This design comes from an exercise in tuning for small area and a short achievable clock period on the open sky130 flow, not from production work. Where RTL was checked, it was by simulation tests only, not by an equivalence proof against the original. Power and IR drop assume default switching activity.

trial 80:
## MyComputer
module MyComputer(
	input Clock,
	output [9:0] LEDR,
	input [9:0] SW,
	input [3:0] KEY,
	output [6:0] HEX0,
	output [6:0] HEX1,
	output [6:0] HEX2,
	output [6:0] HEX3,
	output [6:0] HEX4,
	output [6:0] HEX5
);
export LEC_CHECK = 0
export CAP_MARGIN = 20
export CORE_MARGIN = 2
export CORE_UTILIZATION = 40
export PLACE_DENSITY = 0.6
export SLEW_MARGIN = 20
create_clock -name core_clock -period 11.0 [get_ports {Clock}]
standard.sh (not shown) runs the stock make flow with config.mk's settings and CLKGATE_MAP_FILE= SYNTH_SCRIPT=/design/flow/synth_recipe.tcl, a recipe that flattens the netlist after the stock synthesis.
==> flow/flow/run.sh <==
#!/bin/bash
# The standard layout (standard.sh), with buf_4 cells as the port buffers
# instead of the default delay buffers.
bash standard.sh "BUFFER_PORTS_ARGS=-buffer_cell sky130_fd_sc_hd__buf_4" finish > standard.log 2>&1
### trial 80 -> trial 78
# trial 80
export LEC_CHECK = 0
export CAP_MARGIN = 20
export CORE_MARGIN = 2
export CORE_UTILIZATION = 40
export PLACE_DENSITY = 0.6
export SLEW_MARGIN = 20
create_clock -name core_clock -period 11.0 [get_ports {Clock}]
# trial 78
export LEC_CHECK = 0
export ABC_AREA = 1
export CAP_MARGIN = 20
export CORE_MARGIN = 2
export CORE_UTILIZATION = 40
export CTS_BUF_LIST = sky130_fd_sc_hd__clkbuf_8
export CTS_CLUSTER_SIZE = 20
export PLACE_DENSITY = 0.6
export SLEW_MARGIN = 20
create_clock -name core_clock -period 11.0 [get_ports {Clock}]
==> flow/flow/run.sh <==
#!/bin/bash
# The standard layout (standard.sh), with buf_4 cells as the port buffers
# instead of the default delay buffers, and timing repair aimed below the
# clock period.
bash standard.sh "BUFFER_PORTS_ARGS=-buffer_cell sky130_fd_sc_hd__buf_4" SETUP_SLACK_MARGIN=7.7 finish > standard.log 2>&1
Results
Comparing trial 78 and trial 80, portion of total power attributed to the clock network is higher on trial 78. Area after synthesis on trial 78 is down relative to trial 80. The higher global-route wire length before repair came out of trial 80. Trial 78 vs trial 80: number of buffer and inverter stages on the critical path up in trial 78. Against trial 80, setup slack in trial 78 came out better. Worst supply voltage drop on vdd: lower on trial 78. Trial 78 vs trial 80, mean cell area of the mapped netlist went down by 17%. Trial 78: wire length reported by the detailed router is about 2.4% lower than what trial 80 reported. Layout inverter count without the clock tree grows by more than 100% when moving from trial 80 to trial 78. Area: trial 78 vs trial 80 -> trial 78 smaller. In terms of starting density of the core, trial 80 and trial 78 differ only marginally.

---

Another version of the RTL of MyComputer (not shown whole).
For scale: ~1,100 cells after synthesis, roughly 160 flip-flops.
Settings: LEC_CHECK=0, CAP_MARGIN=20, CORE_MARGIN=2, CORE_UTILIZATION=40, PLACE_DENSITY=0.6, SLEW_MARGIN=20; clock period 11.0 ns.
==> flow/flow/run.sh <==
#!/bin/bash
# The standard layout (standard.sh), with buf_2 cells as the port buffers
# instead of the default delay buffers.
bash standard.sh "BUFFER_PORTS_ARGS=-buffer_cell sky130_fd_sc_hd__buf_2" finish > standard.log 2>&1
Rerun with:
==> flow/flow/run.sh (replaced) <==
#!/bin/bash
# The standard layout (standard.sh), with buf_4 cells as the port buffers
# instead of the default delay buffers.
bash standard.sh "BUFFER_PORTS_ARGS=-buffer_cell sky130_fd_sc_hd__buf_4" finish > standard.log 2>&1
What happened: The new run finished with timing, DRC and antenna clean; synthesized cell count does not change; wire length went down by 1.5%; sequential cell count stays the same; clock-buffer cell count does not change; critical path depth stays the same; setup slack gains 17 ps; non-clock buffer count does not change; area after synthesis does not change; sequential power stays flat; global-route usage went down by 0.46 points; power increases by about 0.3%.
Function was not checked in any run of this note: the RTL went through the layout flow alone.

---

Another version of the RTL of MyComputer (not shown whole).
Size: ~1100 cells after synthesis, roughly 67 I/O pins.
clock: 11.0 ns
lec_check: 0
abc_area: 1
cap_margin: 20
core_margin: 2
core_utilization: 40
cts_buf_list: sky130_fd_sc_hd__clkbuf_8
cts_cluster_size: 20
place_density: 0.6
slew_margin: 20
==> flow/flow/run.sh <==
#!/bin/bash
# The standard layout (standard.sh), with buf_4 cells as the port buffers
# instead of the default delay buffers.
bash standard.sh "BUFFER_PORTS_ARGS=-buffer_cell sky130_fd_sc_hd__buf_4" finish > standard.log 2>&1
The starting point produced a clean layout.
Rerun with:
==> flow/flow/run.sh (replaced) <==
#!/bin/bash
# The standard layout (standard.sh), with buf_4 cells as the port buffers
# instead of the default delay buffers, and timing repair aimed below the
# clock period.
bash standard.sh "BUFFER_PORTS_ARGS=-buffer_cell sky130_fd_sc_hd__buf_4" SETUP_SLACK_MARGIN=7.9 finish > standard.log 2>&1
After rerunning: Die area stays the same. Sequential share of layout area shrinks by 0.92 points. Setup slack improves by 98 ps. Total power stays flat. Count of clock-buffer cells in the layout does not change. Final cell count grows by 0.76%. Via count grows by 1.2%.
No functional check of the RTL was part of any run of this note.

---

MyComputer with an RTL version that a note above also has.
For scale: ~930 cells after synthesis, ~160 flip-flops, roughly 67 I/O pins.
==> flow/config.mk <==
export PLATFORM = sky130hd
export DESIGN_NAME = MyComputer
export DESIGN_NICKNAME = MyComputer
export VERILOG_FILES = /design/flow/design.v
export SDC_FILE = /design/flow/constraint.sdc
export NUM_CORES = 4
export LEC_CHECK = 0
export CAP_MARGIN = 20
export CORE_MARGIN = 2
export CORE_UTILIZATION = 40
export CTS_BUF_LIST = sky130_fd_sc_hd__clkbuf_8
export CTS_CLUSTER_SIZE = 20
export PLACE_DENSITY = 0.6
export SLEW_MARGIN = 20
==> flow/constraint.sdc <==
create_clock -name core_clock -period 11.0 [get_ports {Clock}]
set_input_delay 2.2000 -clock core_clock [delete_from_list [all_inputs] [get_ports {Clock}]]
set_output_delay 2.2000 -clock core_clock [all_outputs]
set_load 0.01 [all_outputs]
==> flow/flow/run.sh <==
#!/bin/bash
# The standard layout (standard.sh), with buf_4 cells as the port buffers
# instead of the default delay buffers.
bash standard.sh "BUFFER_PORTS_ARGS=-buffer_cell sky130_fd_sc_hd__buf_4" finish > standard.log 2>&1
Next try:
==> flow/flow/run.sh (replaced) <==
#!/bin/bash
# The standard layout (standard.sh), with buf_4 cells as the port buffers
# instead of the default delay buffers, and timing repair aimed below the
# clock period.
bash standard.sh "BUFFER_PORTS_ARGS=-buffer_cell sky130_fd_sc_hd__buf_4" SETUP_SLACK_MARGIN=7.7 finish > standard.log 2>&1
What happened:
- sequential cell count is unchanged
- via count came out lower by 0.49%
- synthesized cell count does not change
- clock skew came out higher by 3.2 ps
- synthesized area stays the same
- core utilization came out higher by 0.71 points

[static timing again, ports no longer ideal]
How much do the figures lean on ideal ports? The routed layouts below were timed once more, with nothing changed but the port constraints.
Step 1: set_driving_cell puts a clkbuf_16 on Clock and a buf_2 on each other input, an assumption about the parent block.
Step 2 adds t to the input delays and takes it off the output delays; t is the mean of the earliest and latest rising clock arrival at the registers after step 1. Input paths then give back, and output paths get back, about the clock's delay inside the block.
Three values: no drivers, after step 1, after step 2; two values: the first two.
run | shift t [ns] | slack for setup (ns) | hold slack, ns | worst setup path after step 2 | clock arrival spread, ns
trial 80 | 0.477 | 7.406 / 7.360 / 7.570 | 0.328 / 0.328 / 0.328 | register to register | 0.014 / 0.013
trial 78 | 0.490 | 7.566 / 7.526 / 7.863 | 0.325 / 0.325 / 0.325 | input to register | 0.015 / 0.015
the first run of note 2 | 0.474 | 7.057 / 7.057 / 7.057 | 0.326 / 0.326 / 0.326 | register to register | 0.012 / 0.011
the second run of note 2 | 0.465 | 7.074 / 7.074 / 7.074 | 0.328 / 0.328 / 0.328 | register to register | 0.014 / 0.014
the first run of note 3 | 0.489 | 7.445 / 7.405 / 7.689 | 0.335 / 0.335 / 0.335 | register to register | 0.014 / 0.014
the second run of note 3 | 0.494 | 7.543 / 7.503 / 7.861 | 0.335 / 0.335 / 0.335 | input to register | 0.013 / 0.014
the first run of note 4 | 0.498 | 7.371 / 7.331 / 7.551 | 0.333 / 0.333 / 0.333 | register to register | 0.014 / 0.014
the second run of note 4 | 0.491 | 7.578 / 7.538 / 7.697 | 0.335 / 0.335 / 0.335 | register to register | 0.019 / 0.019
After both steps setup and hold are still met in every run listed.
